Source: an optimization exercise on an open RTL-to-GDS flow (aim: small area, a short achievable clock period and few clock cycles). Production flows keep margins and buffers that such runs may drop.
No run shown here included a check of the RTL's function; only the layout flow was run.

--- design/flow/config.mk ---
export PLATFORM = sky130hd
export DESIGN_NAME = NfiVe_MDU
export DESIGN_NICKNAME = NfiVe_MDU
export VERILOG_FILES = /design/flow/design.v
export SDC_FILE = /design/flow/constraint.sdc
export NUM_CORES = 4
export LEC_CHECK = 0
export ABC_AREA = 1
export CAP_MARGIN = 20
export CORE_MARGIN = 2
export CORE_UTILIZATION = 45
export SLEW_MARGIN = 20
export SYNTH_HIERARCHICAL = 1
export SYNTH_MINIMUM_KEEP_SIZE = 0
--- design/flow/constraint.sdc ---
create_clock -name core_clock -period 10.0 [get_ports {clk}]
set_input_delay 2.0000 -clock core_clock [delete_from_list [all_inputs] [get_ports {clk}]]
set_output_delay 2.0000 -clock core_clock [all_outputs]
set_load 0.01 [all_outputs]
--- design/flow/design.v ---
`timescale          1ns/1ps
`default_nettype    none
module NfiVe_MDU (
	input clk,
	input rst_n,
	input start,
	output done,
	input [2:0] op,
	input mul_div,
	input [31:0] op1, op2,
	output [31:0] result
);
	reg st_mul, st_pre, st_div, st_corr, st_fin;
	wire st_idle = ~(st_mul | st_pre | st_div | st_corr | st_fin);
	reg        done_r;
	reg        rem;     
	reg        mulhi;   
	reg        dv;      
	reg [4:0]  cnt;
	reg [32:0] M;       
	reg [31:0] B;       
	reg [33:0] acc;     
	reg        corr;    
	reg        inv;     
	reg        sa;      
	reg        finw;    
	reg        one0, two0, neg0, one1, two1, neg1;   
	reg        r0z, r0i;                             
	assign done = done_r;
	assign result = B;
	wire        sgn_div = ~op[0];
	wire        a_neg = sgn_div & op1[31];
	wire        b_neg = sgn_div & op2[31];
	wire [31:0] a_abs = a_neg ? (~op1 + 32'd1) : op1;
	wire [31:0] b_abs = b_neg ? (~op2 + 32'd1) : op2;
	wire        msx = M[32] & ~dv;
	wire [34:0] m35 = {msx, msx, M};
	wire [34:0] m2  = {msx, M, 1'b0};
	wire [34:0] pp0 = ({35{one0}} & m35 | {35{two0}} & m2) ^ {35{neg0}};
	wire [34:0] pp1 = ({35{one1}} & m35 | {35{two1}} & m2) ^ {35{neg1}};
	wire [36:0] r0 = ({{3{acc[33]}}, acc} & {37{~r0z}}) ^ {37{r0i}};
	wire [36:0] r1 = {{2{pp0[34]}}, pp0};
	wire [36:0] r2 = {pp1, neg1, neg1 | r0i};
	wire [36:0] x01;
	xor2v #(.W(37)) u_x01 (.a(r0), .b(r1), .y(x01));
	wire [36:0] cs_s = x01 ^ r2;
	wire [36:0] cs_c = (r0 & r1) | (r0 & r2) | (r1 & r2);
	wire [37:0] sum_x = {cs_s, 1'b1} + {cs_c[35:0], neg1, neg0};
	wire [36:0] sum = sum_x[37:1];
	wire        sneg = sum[36];
	wire [2:0] nb0 = st_idle ? {op2[1:0], 1'b0} : B[5:3];
	wire [2:0] nb1 = st_idle ? op2[3:1] : B[7:5];
	wire [5:0] za, zb;
	lzc32 u_lza (.x(acc[31:0]), .z(za));
	lzc32 u_lzb (.x(M[31:0]), .z(zb));
	wire [6:0] sdiff = {1'b0, zb} - {1'b0, za};
	wire       b_zero = zb[5];
	wire       s_neg = sdiff[6];
	wire       quick = b_zero | s_neg;
	wire [31:0] m_al = M[31:0] << sdiff[4:0];
	wire       inv_n = rem ? sa : (sa ^ inv);
	wire mul_last = st_mul & (cnt == 5'd0);
	wire div_last = st_div & (cnt == 5'd0);
	wire [31:0] q_new = {B[30:0], ~sneg};
	always @(posedge clk or negedge rst_n) begin
		if (~rst_n) begin
			st_mul <= 1'b0; st_pre <= 1'b0; st_div <= 1'b0; st_corr <= 1'b0; st_fin <= 1'b0;
			done_r <= 1'b0;
		end else begin
			st_mul <= st_idle & start & mul_div | st_mul & (cnt != 5'd0);
			st_corr <= mul_last & corr;
			st_pre <= st_idle & start & ~mul_div;
			st_div <= st_pre & ~quick | st_div & (cnt != 5'd0);
			st_fin <= st_pre & quick | div_last & (rem | inv);
			done_r <= st_mul & (cnt == 5'd1) & ~corr
			        | mul_last & corr
			        | st_pre & quick
			        | st_pre & ~quick & (sdiff[4:0] == 5'd0) & ~rem & ~inv_n
			        | st_div & (cnt == 5'd1) & ~rem & ~inv
			        | div_last & (rem | inv);
		end
	end
	always @(posedge clk) begin
		if (st_idle | st_mul) begin
			one0 <= nb0[1] ^ nb0[0];
			two0 <= (nb0[2] & ~nb0[1] & ~nb0[0]) | (~nb0[2] & nb0[1] & nb0[0]);
			neg0 <= nb0[2];
			one1 <= nb1[1] ^ nb1[0];
			two1 <= (nb1[2] & ~nb1[1] & ~nb1[0]) | (~nb1[2] & nb1[1] & nb1[0]);
			neg1 <= nb1[2];
			r0z <= 1'b0;
			r0i <= 1'b0;
		end
		if (st_idle & start & ~mul_div) begin
			one0 <= 1'b1; two0 <= 1'b0; neg0 <= 1'b1;
			one1 <= 1'b0; two1 <= 1'b0; neg1 <= 1'b0;
		end
		if (mul_last) begin
			one0 <= 1'b1; two0 <= 1'b0; neg0 <= 1'b0;
			one1 <= 1'b0; two1 <= 1'b0; neg1 <= 1'b0;
		end
		if (st_pre & quick) begin
			one0 <= 1'b0; neg0 <= 1'b0;
			r0i <= rem & sa;
		end
		if (st_div) begin
			if (cnt != 5'd0)
				neg0 <= ~sneg;
			else if (rem) begin
				one0 <= sneg;
				neg0 <= sneg & inv;
				r0i <= inv;
			end else begin
				neg0 <= 1'b1;
				r0z <= 1'b1;
			end
		end
		if (st_idle & start) begin
			rem <= op[1];
			mulhi <= op[1:0] != 2'b00;
			dv <= ~mul_div;
			if (mul_div) begin
				M <= {op[1:0] != 2'b11 & op1[31], op1};
				B <= op2;
				acc <= 34'd0;
				cnt <= 5'd7;
				corr <= op[1] & op2[31];
			end else begin
				M <= {1'b0, b_abs};
				acc <= {2'b00, a_abs};
				sa <= a_neg;
				inv <= b_neg;    
			end
		end
		if (st_mul) begin
			acc <= {sum[36], sum[36:4]};
			if (cnt == 5'd0 && mulhi && !corr)
				B <= sum[35:4];
			else
				B <= {sum[3:0], B[31:4]};
			cnt <= cnt - 5'd1;
		end
		if (st_corr) B <= sum[31:0];
		if (st_pre) begin
			finw <= rem;
			if (quick) begin
				B <= b_zero ? 32'hffffffff : 32'd0;
			end else begin
				B <= 32'd0;
				M <= {1'b0, m_al};
				cnt <= sdiff[4:0];
				inv <= inv_n;
			end
		end
		if (st_div) begin
			acc <= sum[33:0];
			cnt <= cnt - 5'd1;
			if (cnt != 5'd0) begin
				M <= {1'b0, M[32:1]};
				B <= q_new;
			end else if (!rem) begin
				if (inv) begin
					M <= {1'b0, q_new};
					finw <= 1'b1;
				end else
					B <= q_new;
			end
		end
		if (st_fin & finw) B <= sum[31:0];
	end
endmodule
module lzc32 (
	input  [31:0] x,
	output [5:0]  z
);
	wire [7:0] v;
	wire [15:0] g;   
	genvar i;
	generate
		for (i = 0; i < 8; i = i + 1) begin : grp
			wire [3:0] n = x[4*i+3:4*i];
			assign v[i] = |n;
			assign g[2*i+1:2*i] = n[3] ? 2'd0 : n[2] ? 2'd1 : n[1] ? 2'd2 : 2'd3;
		end
	endgenerate
	wire [3:0] v8;
	wire [11:0] g8;
	generate
		for (i = 0; i < 4; i = i + 1) begin : p8
			assign v8[i] = v[2*i+1] | v[2*i];
			assign g8[3*i+2:3*i] = v[2*i+1] ? {1'b0, g[4*i+3:4*i+2]} : {1'b1, g[4*i+1:4*i]};
		end
	endgenerate
	wire [1:0] v16;
	wire [7:0] g16;
	generate
		for (i = 0; i < 2; i = i + 1) begin : p16
			assign v16[i] = v8[2*i+1] | v8[2*i];
			assign g16[4*i+3:4*i] = v8[2*i+1] ? {1'b0, g8[6*i+5:6*i+3]} : {1'b1, g8[6*i+2:6*i]};
		end
	endgenerate
	assign z = v16[1] ? {2'b00, g16[7:4]} :
	           v16[0] ? {2'b01, g16[3:0]} : 6'd32;
endmodule
module xor2v #(parameter W = 1) (
	input  [W-1:0] a,
	input  [W-1:0] b,
	output [W-1:0] y
);
	assign y = a ^ b;
endmodule
--- design/flow/flow/run.sh ---
#!/bin/bash
set -euo pipefail
cd "$(dirname "$0")/.."
knobs=()
while IFS= read -r line; do
  [[ -n "$line" ]] && knobs+=("$line")
done < flow/knobs.txt
bash standard.sh "${knobs[@]}" finish > flow_standard.log 2>&1
--- design/flow/flow/knobs.txt ---
SETUP_SLACK_MARGIN=6.5
TNS_END_PERCENT=0
BUFFER_PORTS_ARGS=-buffer_cell sky130_fd_sc_hd__buf_1
--- design/flow/standard.sh ---
#!/bin/bash
# synth_recipe.tcl (not shown) runs the flow's synth.tcl, then flattens the netlist and writes it again
# the make line also repeats each setting of config.mk as NAME=value (left out here)
make -C /OpenROAD-flow-scripts/flow DESIGN_CONFIG=/design/flow/config.mk WORK_HOME=/design/flow/orfs CLKGATE_MAP_FILE= SYNTH_SCRIPT=/design/flow/synth_recipe.tcl "${@:-finish}"
==> out/results.md, run 1 <==
Logic synthesis
- main flop type after synthesis: dfxtp_1
- cell count after synthesis: 3101
- Netlist Area Pre-Place: 0.0179 mm²
- share of the synthesized area in the top cell type: 18.5%
- fraction of the yosys area taken by sequential cells: 16.3%
- share of synthesized registers carrying an async set or reset: 4.80%
- proportion of synthesized area in mux cells: 1.00%
- main combinational cell family by area after synthesis: simple AND/OR/NAND/NOR gates
- Synth Area per Inst: 5.79 µm²
- number of nets in the synthesized netlist: 3219
- Post-synth EDFFs: 40
- xor-xnor portion of the synthesized cell area: 9.33%
- Synth warnings: 7
- top area cells in the synthesized netlist: nand2_1 18%, dfxtp_1 8.8%, inv_1 8.4%
- most numerous cell types in the synthesized netlist: 883 x nand2_1, 401 x inv_1, 236 x nor2_1, 226 x a21oi_1, 215 x o21ai_0
- synthesized-area fraction occupied by and/or/nand/nor cells: 32.8%
- unique cell type count in the Yosys netlist: 58
- compound-gate portion of the synthesized area: 22.5%
- Adder-Cell Fraction of Synth Area: 5.10%
- Yosys reg bits: 125
- cell type contributing the most total cell area after synthesis: nand2_1
- most repeated cell in the gate-level netlist after synthesis: nand2_1

GRT
- Global Route Usage Sum: 41.4%
- antenna violations before repair: 1
- global-route wire length before repair: 127 mm
- number of global-route vias before repair: 20517
- largest net degree at the start of global routing: 65
- Congestion Overflow GR: 0

Timing
- Hold Violations, Final: 0
- RSZ-0062 raised after global routing: yes
- relative slew slack: 27.2%
- actual slew at the worst max-slew pin: 1.08 ns
- setup slack after layout: 6.23 ns
- Final TNS setup: 0 ns
- post-route fraction of the period consumed by the critical path: 37.7%
- maximum clock skew at final layout: 0.0117 ns
- Final setup violation count: 0
- minimum clock period after layout: 3.77 ns
- count of final max-slew check failures: 0
- maximum operating frequency: 266 MHz

Layout
- Design Area, Final: 0.0222 mm²
- area growth from synthesis to final layout: 23.7%
- final net count: 3362
- layout cells sized above 1: 19.6%

Critical path
- Worst Setup Path Type: register to register
- category of the worst setup path capture point: register
- worst setup slack for register-to-register paths: 6.23 ns
- worst endpoint data arrival time: 4.08 ns
- data required time at the worst endpoint: 10.31 ns
- top fanout value on the critical path: 7
- kind of start point of the critical path: register

Die
- standard-cell row count: 73
- Die ar.: 0.0415 mm²
- initial cell density of the core: 45.4%
- I/O Pins: 104
- core footprint: 0.0395 mm²
- vertical die dimension: 204 µm
- Die Width: 204 µm

Place
- input/output buffers: 102
- placement-stage cell area: 0.0186 mm²
- final weighted congestion of routability-driven global placement: 1.06
- total half-perimeter wirelength after legalization and detailed placement: 66.0 mm
- worst setup slack after placement: 4.84 ns

Job
- reported max-cap violation count: 0

Clock tree
- hold buffers post-CTS: 0
- TritonCTS Sinks: 125
- Clk Latency, worst-skew pair: 0.44 ns
- TritonCTS clock tree: built
- clock transition at the registers of the reported paths: 0.06 ns
- H-tree lvl count: 4
- clock buffer count from CTS: 17
- clock tree root buffer cell: clkbuf_16
- maximum number of buffers from clock root to sink: 2

Status
- status: no timing/DRC/antenna violations

Detailed routing
- total via count in the routed design: 22521
- total iterations of the first detailed-routing run: 7
- wire length per cell: 23.7 µm
- total wire length after detailed routing: 89.7 mm
- post-DR vias/cell: 5.95
- count of nets left with antenna violations after detail routing: 0
- DRC violations left: 0
- initial detailed-routing violation count: 2707

Hold path
- path class of the lowest-slack min-delay path: register to register

==> Yosys stat by module (local to each module, per instance), a selection <==
module	cells	flops+latches	area (µm²)
lzc32	92	0	428
NfiVe_MDU	2732	125	16400
==> per-layer routing <==
metal,global-route usage [%],wire [µm],vias to the layer above
met4,29.5,7470,0
li1,-,-,10417
met1,50.5,33900,10409
met2,65.0,39300,1356
met5,0,0,-
met3,8.41,8960,339
==> through the flow <==
step | hold WS, ns | std cells | utilization (%)
2_1_floorplan | 0.459 | 3101 | -
3_3_place_gp | 0.481 | 3614 | 47.0
3_5_place_dp | 0.479 | 3614 | 47.0
4_1_cts | 0.496 | 3735 | 53.3
5_1_grt | 0.559 | 3783 | 56.1
6_report | 0.501 | 3783 | 56.1
==> flip-flops by register name, summed over array words and instances, names as in the netlist, 5 cells and up <==
register  count
B            32
M            33
acc          34
cnt           5
==> path summary, 6_finish.rpt <==
kind,to,startpoint,cells past startpoint
setup / recovery,M[25]$_DFF_P_,acc[15]$_DFFE_PP_,19
hold / removal,finw$_DFF_P_,finw$_DFF_P_,2
setup reg to reg,M[25]$_DFF_P_,acc[15]$_DFFE_PP_,19
hold reg to reg,finw$_DFF_P_,finw$_DFF_P_,2
max in group asynchronous,st_mul$_DFF_PN0_,rst_n,1
min in group asynchronous,done_r$_DFF_PN0_,rst_n,1
==> layout by cell type, fill, tap and decap left out, drive strengths merged, types with 6 or more instances in the layout <==
master / n
nor4: 8
ha: 46
clkbuf: 27
o21ai: 250
edfxtp: 40
dfxtp: 79
o2111ai: 6
or2: 10
nor3: 28
o21bai: 11
nand2: 912
xor2: 150
maj3: 32
o22ai: 103
nor2: 270
mux2i: 18
nand3: 159
clkinv: 12
buf: 251
dfrtp: 6
a21oi: 230
nand4: 16
o221ai: 18
inv: 420
xnor2: 33
a31oi: 29
o211ai: 35
clkinvlp: 20
==> final cells by class <==
cell class	count	area [µm²]
clock buffers	23	503
diodes	1	2.50
repair inverters	2	12.5
clock inverters	9	131
well taps	525	657
inverters	444	1790
repair buffers	258	1950
fillers	4020	17400
multi-input cells	2396	14200
flip-flops and latches	125	2970
==> timing repair <==
action / in CTS / in global routing
setup buffers: 78 / 44
pin swaps: 55 / 50
gates resized for setup: 306 / 171
gates cloned: 11 / 3
setup endpoints to repair: 120 / 111
==> critical path: stages, from the launching register on <==
cell	delay, ns
edfxtp_1	0.45
nor2_2	0.17
nand2_2	0.11
nor2_4	0.23
buf_6	0.14
nand3_4	0.06
a21oi_4	0.23
inv_2	0.08
fa_2	0.60
buf_12	0.12
clkinvlp_4	0.17
buf_6	0.18
nand2_1	0.06
nand2_1	0.08
nand2_1	0.06
o21ai_1	0.09
mux2i_2	0.33
nand2_1	0.12
a41oi_1	0.26
nand2_1	0.08
==> cell families after synthesis <==
logic type                 count (synthesis)
and+or+nand+nor                         1400
AOI/OAI and AO/OA                        712
buffers and inverters                    584
xor gates and xnor gates                 183
DFF                                      125
adders and majority gates                 79
muxes                                     18
==> inputs of run 2 (changes only) <==
--- a/design/flow/design.v
+++ b/design/flow/design.v
@@ -33,6 +33,10 @@
 	wire        b_neg = sgn_div & op2[31];
 	wire [31:0] a_abs = a_neg ? (~op1 + 32'd1) : op1;
 	wire [31:0] b_abs = b_neg ? (~op2 + 32'd1) : op2;
+	wire [5:0] za_in, zb_raw;
+	lzc32 u_lza (.x(op1 ^ {32{a_neg}}), .z(za_in));
+	lzc32 u_lzb (.x(op2 ^ {32{b_neg}}), .z(zb_raw));
+	wire [5:0] zb_in = (zb_raw[5] & b_neg) ? 6'd31 : zb_raw;
 	wire        msx = M[32] & ~dv;
 	wire [34:0] m35 = {msx, msx, M};
 	wire [34:0] m2  = {msx, M, 1'b0};
@@ -41,23 +45,46 @@
 	wire [36:0] r0 = ({{3{acc[33]}}, acc} & {37{~r0z}}) ^ {37{r0i}};
 	wire [36:0] r1 = {{2{pp0[34]}}, pp0};
 	wire [36:0] r2 = {pp1, neg1, neg1 | r0i};
-	wire [36:0] x01;
-	xor2v #(.W(37)) u_x01 (.a(r0), .b(r1), .y(x01));
-	wire [36:0] cs_s = x01 ^ r2;
+	wire [36:0] cs_s = r0 ^ r1 ^ r2;
 	wire [36:0] cs_c = (r0 & r1) | (r0 & r2) | (r1 & r2);
 	wire [37:0] sum_x = {cs_s, 1'b1} + {cs_c[35:0], neg1, neg0};
 	wire [36:0] sum = sum_x[37:1];
 	wire        sneg = sum[36];
 	wire [2:0] nb0 = st_idle ? {op2[1:0], 1'b0} : B[5:3];
 	wire [2:0] nb1 = st_idle ? op2[3:1] : B[7:5];
-	wire [5:0] za, zb;
-	lzc32 u_lza (.x(acc[31:0]), .z(za));
-	lzc32 u_lzb (.x(M[31:0]), .z(zb));
+	reg  [5:0] za, zb;
+	reg        afix;    
+	wire [31:0] pa = acc[31:0];
+	wire [15:0] any1, mul1;
+	wire [7:0]  any2, mul2;
+	wire [3:0]  any3, mul3;
+	wire [1:0]  any4, mul4;
+	genvar k;
+	generate
+		for (k = 0; k < 16; k = k + 1) begin : pw1
+			assign any1[k] = pa[2*k] | pa[2*k+1];
+			assign mul1[k] = pa[2*k] & pa[2*k+1];
+		end
+		for (k = 0; k < 8; k = k + 1) begin : pw2
+			assign any2[k] = any1[2*k] | any1[2*k+1];
+			assign mul2[k] = mul1[2*k] | mul1[2*k+1] | (any1[2*k] & any1[2*k+1]);
+		end
+		for (k = 0; k < 4; k = k + 1) begin : pw3
+			assign any3[k] = any2[2*k] | any2[2*k+1];
+			assign mul3[k] = mul2[2*k] | mul2[2*k+1] | (any2[2*k] & any2[2*k+1]);
+		end
+		for (k = 0; k < 2; k = k + 1) begin : pw4
+			assign any4[k] = any3[2*k] | any3[2*k+1];
+			assign mul4[k] = mul3[2*k] | mul3[2*k+1] | (any3[2*k] & any3[2*k+1]);
+		end
+	endgenerate
+	wire a_pow2 = ~(mul4[0] | mul4[1] | (any4[0] & any4[1]));
+	wire fix_a = sa & a_pow2 & ~afix;
 	wire [6:0] sdiff = {1'b0, zb} - {1'b0, za};
 	wire       b_zero = zb[5];
 	wire       s_neg = sdiff[6];
 	wire       quick = b_zero | s_neg;
-	wire [31:0] m_al = M[31:0] << sdiff[4:0];
+	wire [32:0] m_al = {1'b0, M[31:0]} << sdiff[4:0];
 	wire       inv_n = rem ? sa : (sa ^ inv);
 	wire mul_last = st_mul & (cnt == 5'd0);
 	wire div_last = st_div & (cnt == 5'd0);
@@ -69,13 +96,13 @@
 		end else begin
 			st_mul <= st_idle & start & mul_div | st_mul & (cnt != 5'd0);
 			st_corr <= mul_last & corr;
-			st_pre <= st_idle & start & ~mul_div;
-			st_div <= st_pre & ~quick | st_div & (cnt != 5'd0);
-			st_fin <= st_pre & quick | div_last & (rem | inv);
+			st_pre <= st_idle & start & ~mul_div | st_pre & fix_a;
+			st_div <= st_pre & ~fix_a & ~quick | st_div & (cnt != 5'd0);
+			st_fin <= st_pre & ~fix_a & quick | div_last & (rem | inv);
 			done_r <= st_mul & (cnt == 5'd1) & ~corr
 			        | mul_last & corr
-			        | st_pre & quick
-			        | st_pre & ~quick & (sdiff[4:0] == 5'd0) & ~rem & ~inv_n
+			        | st_pre & ~fix_a & quick
+			        | st_pre & ~fix_a & ~quick & (sdiff[4:0] == 5'd0) & ~rem & ~inv_n
 			        | st_div & (cnt == 5'd1) & ~rem & ~inv
 			        | div_last & (rem | inv);
 		end
@@ -99,7 +126,7 @@
 			one0 <= 1'b1; two0 <= 1'b0; neg0 <= 1'b0;
 			one1 <= 1'b0; two1 <= 1'b0; neg1 <= 1'b0;
 		end
-		if (st_pre & quick) begin
+		if (st_pre & ~fix_a & quick) begin
 			one0 <= 1'b0; neg0 <= 1'b0;
 			r0i <= rem & sa;
 		end
@@ -119,6 +146,9 @@
 			rem <= op[1];
 			mulhi <= op[1:0] != 2'b00;
 			dv <= ~mul_div;
+			za <= za_in;
+			zb <= zb_in;
+			afix <= 1'b0;
 			if (mul_div) begin
 				M <= {op[1:0] != 2'b11 & op1[31], op1};
 				B <= op2;
@@ -141,13 +171,17 @@
 			cnt <= cnt - 5'd1;
 		end
 		if (st_corr) B <= sum[31:0];
-		if (st_pre) begin
+		if (st_pre & fix_a) begin
+			za <= za - 6'd1;
+			afix <= 1'b1;
+		end
+		if (st_pre & ~fix_a) begin
 			finw <= rem;
 			if (quick) begin
 				B <= b_zero ? 32'hffffffff : 32'd0;
 			end else begin
 				B <= 32'd0;
-				M <= {1'b0, m_al};
+				M <= m_al;
 				cnt <= sdiff[4:0];
 				inv <= inv_n;
 			end
@@ -202,10 +236,3 @@
 	assign z = v16[1] ? {2'b00, g16[7:4]} :
 	           v16[0] ? {2'b01, g16[3:0]} : 6'd32;
 endmodule
-module xor2v #(parameter W = 1) (
-	input  [W-1:0] a,
-	input  [W-1:0] b,
-	output [W-1:0] y
-);
-	assign y = a ^ b;
-endmodule
==> design/flow/flow/run.sh (replaced) <==
#!/bin/bash
set -euo pipefail
cd "$(dirname "$0")/.."
bash standard.sh $(cat flow/knobs.txt) finish > flow_standard.log 2>&1
==> design/flow/flow/knobs.txt (replaced) <==
SETUP_SLACK_MARGIN=6.5 TNS_END_PERCENT=0
==> design/flow/config.mk (replaced) <==
export PLATFORM = sky130hd
export DESIGN_NAME = NfiVe_MDU
export DESIGN_NICKNAME = NfiVe_MDU
export VERILOG_FILES = /design/flow/design.v
export SDC_FILE = /design/flow/constraint.sdc
export NUM_CORES = 4
export LEC_CHECK = 0
export CAP_MARGIN = 20
export CORE_MARGIN = 2
export CORE_UTILIZATION = 45
export SLEW_MARGIN = 20
==> run 2 against run 1 <==
Die area grew 3.6%; flip-flop and latch count grew 13; routed wire length grew 3.7%; critical path type is now primary input to register; clock skew grew 0.0070 ns; global-route usage shrank 0.097 points; non-clock buffer count shrank 38; setup slack lost 0.56 ns; synthesized cell count shrank 17%; cell count shrank 18%; critical endpoint is now M[21]$_DFF_P_.
==> out/results.md, run 2 <==
Status
- status: no timing/DRC/antenna violations

Critical path
- worst setup slack for register-to-register paths: 5.75 ns
- Worst Setup Path Type: primary input to register
- cells traversed along the worst timing path: clkdlybuf4s50_1 > or3_1 > o41ai_1 > xnor2_1 > nand2_1 > o211ai_1 > a311oi_1 > a221o_1
- standard cell with the maximum stage delay on the critical path: clkdlybuf4s50_1
- data required time at the worst endpoint: 10.41 ns
- crit-path leading delay family: compound AO/OA/AOI/OAI gates
- worst endpoint data arrival time: 4.73 ns
- category of the worst setup path capture point: register
- Max stage delay on crit path: 0.66 ns
- top fanout value on the critical path: 7
- kind of start point of the critical path: primary input
- Buf+Inv Stages, Crit Path: 1

Logic synthesis
- xor-xnor portion of the synthesized cell area: 10.5%
- Netlist Area Pre-Place: 0.0186 mm²
- cell count after synthesis: 2564
- Synth warnings: 1
- cell type contributing the most total cell area after synthesis: dfxtp_1
- Yosys reg bits: 138
- number of nets in the synthesized netlist: 2721
- main flop type after synthesis: dfxtp_1
- main combinational cell family by area after synthesis: compound AO/OA/AOI/OAI gates
- share of the synthesized area in the top cell type: 8.61%
- most repeated cell in the gate-level netlist after synthesis: nand2_1
- Adder-Cell Fraction of Synth Area: 7.31%
- top area cells in the synthesized netlist: dfxtp_1 8.6%, xnor2_1 8.6%, edfxtp_1 8.4%
- most numerous cell types in the synthesized netlist: 289 x nand2_1, 194 x o21ai_0, 193 x clkbuf_1, 187 x a21oi_1, 182 x xnor2_1
- proportion of synthesized area in mux cells: 4.65%
- synthesized-area fraction occupied by and/or/nand/nor cells: 20.4%
- Post-synth EDFFs: 52
- compound-gate portion of the synthesized area: 31.2%
- share of synthesized registers carrying an async set or reset: 4.35%
- unique cell type count in the Yosys netlist: 105
- fraction of the yosys area taken by sequential cells: 17.8%
- Synth Area per Inst: 7.26 µm²

GRT
- global-route wire length before repair: 131 mm
- Congestion Overflow GR: 0
- largest net degree at the start of global routing: 83
- number of global-route vias before repair: 19182
- antenna violations before repair: 2
- Global Route Usage Sum: 41.3%

Clock tree
- TritonCTS clock tree: built
- H-tree lvl count: 4
- clock transition at the registers of the reported paths: 0.07 ns
- TritonCTS Sinks: 138
- clock buffer count from CTS: 17
- Clk Latency, worst-skew pair: 0.49 ns
- maximum number of buffers from clock root to sink: 2
- clock tree root buffer cell: clkbuf_16

Timing
- Hold Violations, Final: 0
- maximum clock skew at final layout: 0.0187 ns
- Final setup violation count: 0
- actual slew at the worst max-slew pin: 1.14 ns
- relative slew slack: 24.0%
- minimum clock period after layout: 4.32 ns
- Final TNS setup: 0 ns
- maximum operating frequency: 231 MHz
- final worst hold slack: 0.497 ns
- RSZ-0062 raised after global routing: yes
- count of final max-slew check failures: 0
- post-route fraction of the period consumed by the critical path: 43.2%

Layout
- final antenna diode count: 0
- area of the multi-input gates: 0.0150 mm²
- most used cells in the layout excluding fill and tap cells: 286 x nand2_1, 181 x o21ai_0, 176 x a21oi_1
- max FFs per register: 34
- final net count: 2703
- Biggest register: acc
- registers with the most flip-flops: acc (34), M (33), B (32)
- area of all sequential standard cells: 0.00336 mm²
- number of fill cells in the layout: 3879
- commonest non-fill, non-tap cell in the layout: nand2_1
- layout cells sized above 1: 16.2%
- area growth from synthesis to final layout: 19.5%

Detailed routing
- total wire length after detailed routing: 93.0 mm
- post-DR vias/cell: 6.90
- total via count in the routed design: 21313
- count of nets left with antenna violations after detail routing: 0
- total iterations of the first detailed-routing run: 8
- wire length per cell: 30.1 µm
- initial detailed-routing violation count: 3210
- DRC violations left: 0

Die
- vertical die dimension: 207 µm
- Die ar.: 0.0430 mm²
- initial cell density of the core: 45.6%
- Die Width: 207 µm
- I/O Pins: 104
- standard-cell row count: 74
- core footprint: 0.0408 mm²

Place
- input/output buffers: 102
- final weighted congestion of routability-driven global placement: 1.06
- total half-perimeter wirelength after legalization and detailed placement: 66.2 mm

Job
- reported max-cap violation count: 0

Hold path
- path class of the lowest-slack min-delay path: register to register

## run 2: timing repair
action                                 4_1_cts  5_1_grt
gates cloned                                 4        3
hold buffers                                 0        0
setup endpoints to repair                  152      153
resized for setup                          241      112
endpoints found under the hold margin        0        0
pin swaps                                   43       32
setup buffers                               46       14
## run 2: worst register-to-register path, delay by kind of cell, from the launching register on
kind	cells	cell delay, ns
buffers and inverters	5	0.74
AOI/OAI and AO/OA	8	1.59
adders and majority gates	2	0.85
xor gates and xnor gates	2	0.30
DFF	1	0.49
## run 2: cell type report
type                       count  share of cell area [%]
sequential                   138                    15.1
multi-input combinational   2052                    67.4
tap                          532                    2.99
timing repair buffer         220                    9.78
timing repair inverter         1                  0.0337
clock buffer                  18                    1.97
inverter                     116                    2.03
clock inverter                14                   0.669
## run 2: per-layer routing
metal | vias up | part of all wire [%] | global-route usage [%]
met1 | 10192 | 39 | 55.8
met2 | 1534 | 42 | 60.4
li1 | 9295 | - | -
met3 | 290 | 12 | 8.80
met4 | 2 | 6.9 | 24.3
met5 | - | 0.0097 | 0
## run 2: path summary, 6_finish.rpt
| path | start | endpoint | cells after the start |
|---|---|---|---|
| max | op2[19] | M[21]$_DFF_P_ | 8 |
| min | afix$_SDFFE_PP1P_ | afix$_SDFFE_PP1P_ | 2 |
| max reg2reg | neg0$_DFFE_PP_ | acc[19]$_DFFE_PP_ | 17 |
| min reg2reg | afix$_SDFFE_PP1P_ | afix$_SDFFE_PP1P_ | 2 |
| max in group asynchronous | rst_n | st_div$_DFF_PN0_ | 1 |
| min in group asynchronous | rst_n | done_r$_DFF_PN0_ | 1 |
## run 2: metrics by stage
step,instance area (µm²),instances,utilization [%],setup slack [ns]
detailed placement,19700,2992,48.2,4.41
global route,22200,3091,54.5,5.63
floorplan,18700,2564,-,5.89
global placement,19700,2992,48.2,4.46
finish,22200,3091,54.5,5.68
CTS,21700,3074,53.1,5.76
## run 2: logic make-up after synthesis
logic type      Yosys count
flops                   138
buf+inv                 374
xor+xnor                221
simple gates            796
compound gates          875
mux                      74
fa+ha+maj                86
==> inputs of run 3 (changes only) <==
==> design/flow/run.sh (new file) <==
#!/bin/bash
# synth_recipe.tcl (not shown) runs the flow's synth.tcl, then flattens the netlist and writes it again
# the make line also repeats each setting of config.mk as NAME=value (left out here)
make -C /OpenROAD-flow-scripts/flow DESIGN_CONFIG=/design/flow/config.mk WORK_HOME=/design/flow/orfs CLKGATE_MAP_FILE= SYNTH_SCRIPT=/design/flow/synth_recipe.tcl finish
--- a/design/flow/config.mk
+++ b/design/flow/config.mk
@@ -8,4 +8,5 @@
 export CAP_MARGIN = 20
 export CORE_MARGIN = 2
 export CORE_UTILIZATION = 45
+export SETUP_SLACK_MARGIN = 5
 export SLEW_MARGIN = 20
removed: design/flow/flow/run.sh
removed: design/flow/flow/knobs.txt
removed: design/flow/standard.sh
==> run 3 against run 2 <==
Global-route usage fell by 1.3 points; largest cell class unchanged; die area did not move; synthesized cell count unchanged; utilization down 4.4 points; via count decreased by 1.4%; routed wire length decreased by 4.0%; register-to-register slack worse by 0.71 ns; critical path depth rose by 3.
==> out/results.md, run 3 <==
Die
- initial cell density of the core: 45.6%
- core footprint: 0.0408 mm²
- Die Width: 207 µm
- Die ar.: 0.0430 mm²
- vertical die dimension: 207 µm
- standard-cell row count: 74
- I/O Pins: 104

Place
- input/output buffers: 102
- total half-perimeter wirelength after legalization and detailed placement: 67.0 mm
- final weighted congestion of routability-driven global placement: 1.03

Logic synthesis
- main combinational cell family by area after synthesis: compound AO/OA/AOI/OAI gates
- top area cells in the synthesized netlist: dfxtp_1 8.6%, xnor2_1 8.6%, edfxtp_1 8.4%
- most numerous cell types in the synthesized netlist: 289 x nand2_1, 194 x o21ai_0, 193 x clkbuf_1, 187 x a21oi_1, 182 x xnor2_1
- Post-synth EDFFs: 52
- compound-gate portion of the synthesized area: 31.2%
- main flop type after synthesis: dfxtp_1
- synthesized-area fraction occupied by and/or/nand/nor cells: 20.4%
- Synth warnings: 1
- cell count after synthesis: 2564
- cell type contributing the most total cell area after synthesis: dfxtp_1
- xor-xnor portion of the synthesized cell area: 10.5%
- unique cell type count in the Yosys netlist: 105
- proportion of synthesized area in mux cells: 4.65%
- Adder-Cell Fraction of Synth Area: 7.31%
- share of the synthesized area in the top cell type: 8.61%
- Synth Area per Inst: 7.26 µm²
- fraction of the yosys area taken by sequential cells: 17.8%
- share of synthesized registers carrying an async set or reset: 4.35%
- number of nets in the synthesized netlist: 2721
- most repeated cell in the gate-level netlist after synthesis: nand2_1
- Yosys reg bits: 138
- Netlist Area Pre-Place: 0.0186 mm²

Detailed routing
- post-DR vias/cell: 6.93
- DRC violations left: 0
- initial detailed-routing violation count: 3256
- total iterations of the first detailed-routing run: 9
- total wire length after detailed routing: 89.3 mm
- total via count in the routed design: 21015
- count of nets left with antenna violations after detail routing: 0
- wire length per cell: 29.4 µm

Critical path
- top fanout value on the critical path: 9
- timing endpoint of the critical path: M[22]$_DFF_P_
- category of the worst setup path capture point: register
- kind of start point of the critical path: primary input
- data required time at the worst endpoint: 10.35 ns
- worst reg2reg endpoint: B[29]$_DFF_P_
- worst setup slack for register-to-register paths: 5.04 ns
- worst endpoint data arrival time: 5.33 ns
- Worst Setup Path Type: primary input to register
- crit path launch: op2[0]
- Crit Reg-Reg Startpoint: M[14]$_DFF_P_
- worst reg2reg path depth: 14

Timing
- relative slew slack: 19.8%
- Hold Violations, Final: 0
- post-route fraction of the period consumed by the critical path: 49.8%
- maximum operating frequency: 201 MHz
- Final setup violation count: 0
- final worst hold slack: 0.483 ns
- Final TNS setup: 0 ns
- count of final max-slew check failures: 0
- actual slew at the worst max-slew pin: 1.20 ns
- RSZ-0062 raised after global routing: yes
- maximum clock skew at final layout: 0.0169 ns
- minimum clock period after layout: 4.98 ns

Layout
- layout cells sized above 1: 7.65%
- final net count: 2641
- area of the multi-input gates: 0.0140 mm²
- area growth from synthesis to final layout: 9.94%
- area of all sequential standard cells: 0.00332 mm²
- number of fill cells in the layout: 4064
- Biggest register: acc
- most used cells in the layout excluding fill and tap cells: 288 x nand2_1, 194 x o21ai_0, 186 x a21oi_1
- commonest non-fill, non-tap cell in the layout: nand2_1
- max FFs per register: 34
- registers with the most flip-flops: acc (34), M (33), B (32)

Clock tree
- maximum number of buffers from clock root to sink: 2
- TritonCTS Sinks: 138
- Clk Latency, worst-skew pair: 0.46 ns
- clock transition at the registers of the reported paths: 0.07 ns
- TritonCTS clock tree: built
- clock buffer count from CTS: 17
- H-tree lvl count: 4
- clock tree root buffer cell: clkbuf_16

GRT
- largest net degree at the start of global routing: 88
- antenna violations before repair: 6
- number of global-route vias before repair: 19162
- Global Route Usage Sum: 40.0%
- Congestion Overflow GR: 0
- global-route wire length before repair: 129 mm

Hold path
- hold path start: afix$_SDFFE_PP1P_
- path class of the lowest-slack min-delay path: register to register

Job
- reported max-cap violation count: 0

Status
- status: no timing/DRC/antenna violations

-- run 3: cell counts after synthesis --
Identical to the previous run, type by type.
-- run 3: kinds of logic (layout without fill, tap and decap cells) --
| kind of cell | after synthesis | in the layout |
|---|---|---|
| adders and majority gates | 86 | 86 |
| other | 0 | 3 |
| muxes | 74 | 74 |
| buffers and inverters | 374 | 307 |
| and+or+nand+nor | 796 | 796 |
| xor gates and xnor gates | 221 | 221 |
| DFF | 138 | 138 |
| AOI/OAI and AO/OA | 875 | 875 |
-- run 3: how the worst min path moves through the flow --
stage	endpoint	slack (ns)	cells past startpoint
finish	afix$_SDFFE_PP1P_	0.48	2
global route	afix$_SDFFE_PP1P_	0.50	2
CTS	afix$_SDFFE_PP1P_	0.48	2
detailed placement	afix$_SDFFE_PP1P_	0.48	2
global placement	afix$_SDFFE_PP1P_	0.46	2
floorplan	afix$_SDFFE_PP1P_	0.43	2
-- run 3: area by class of cell --
cell class	instances	area share (%)
Antenna cell	3	0.0367
Multi-Input combinational cell	2052	68.4
Inverter	116	2.15
Tap cell	532	3.25
Sequential cell	138	16.2
Timing Repair Buffer	158	7.11
Clock inverter	13	0.654
Clock buffer	19	2.18
Timing Repair inverter	1	0.0245
-- run 3: per-layer routing --
layer  vias up  track usage, %  share of wire, %
li1       9178               -                 -
met1      9968            52.6                39
met2      1563            59.3                42
met3       300            11.7                13
met4         6            20.5               5.7
met5         -               0             0.058
-- run 3: critical path, stage by stage --
cell and delay [ns]:
clkdlybuf4s50_1 0.72, inv_1 0.30, ha_1 0.34, nor3b_2 0.35, and4_2 0.40, nand3_1 0.10, o31ai_1 0.28, xnor2_1 0.19
o21ai_0 0.22, a311oi_1 0.13, a221o_1 0.30
-- run 3: repair_timing --
action,in CTS,in global routing
cloned,1,0
endpoints found under the setup margin,15,39
hold buffers,0,0
hold endpoints to repair,0,0
setup buffers,0,5
gates resized for setup,10,25
pin swaps,0,2
-- run 3: stage by stage --
step	std cells	setup WS [ns]	util [%]	instance area, µm²
finish	3032	5.02	50.1	20500
detailed placement	2991	4.46	48.1	19700
CTS	3024	4.97	49.7	20300
global route	3029	4.88	50.1	20500
global placement	2991	4.48	48.1	19700
floorplan	2564	5.42	-	18600

## what the ideal ports hide
No port has a modelled driver above. Below, the same layouts with a new extraction and two added sets of constraints.
Step 1 assumes that a clkbuf_16 drives the clock port and a buf_2 every other input.
Step 2 adds t to the input delays and takes it off the output delays; t is the mean of the earliest and latest rising clock arrival at the registers after step 1. Input paths then give back, and output paths get back, about the clock's delay inside the block.
Three values: no drivers, after step 1, after step 2; two values: the first two.
run | shift t [ns] | setup slack, ns | worst data-port slew with drivers (ns)
run 1 | 0.490 | 6.235 / 6.235 / 5.839 | 0.07
run 2 | 0.530 | 5.677 / 5.709 / 5.180 | 0.04
run 3 | 0.510 | 5.020 / 5.037 / 4.539 | 0.04
After both steps setup and hold are still met in every run listed. For run 2, which loses most, drivers alone change the setup slack by +0.032 ns; drivers and shift together by -0.497 ns.
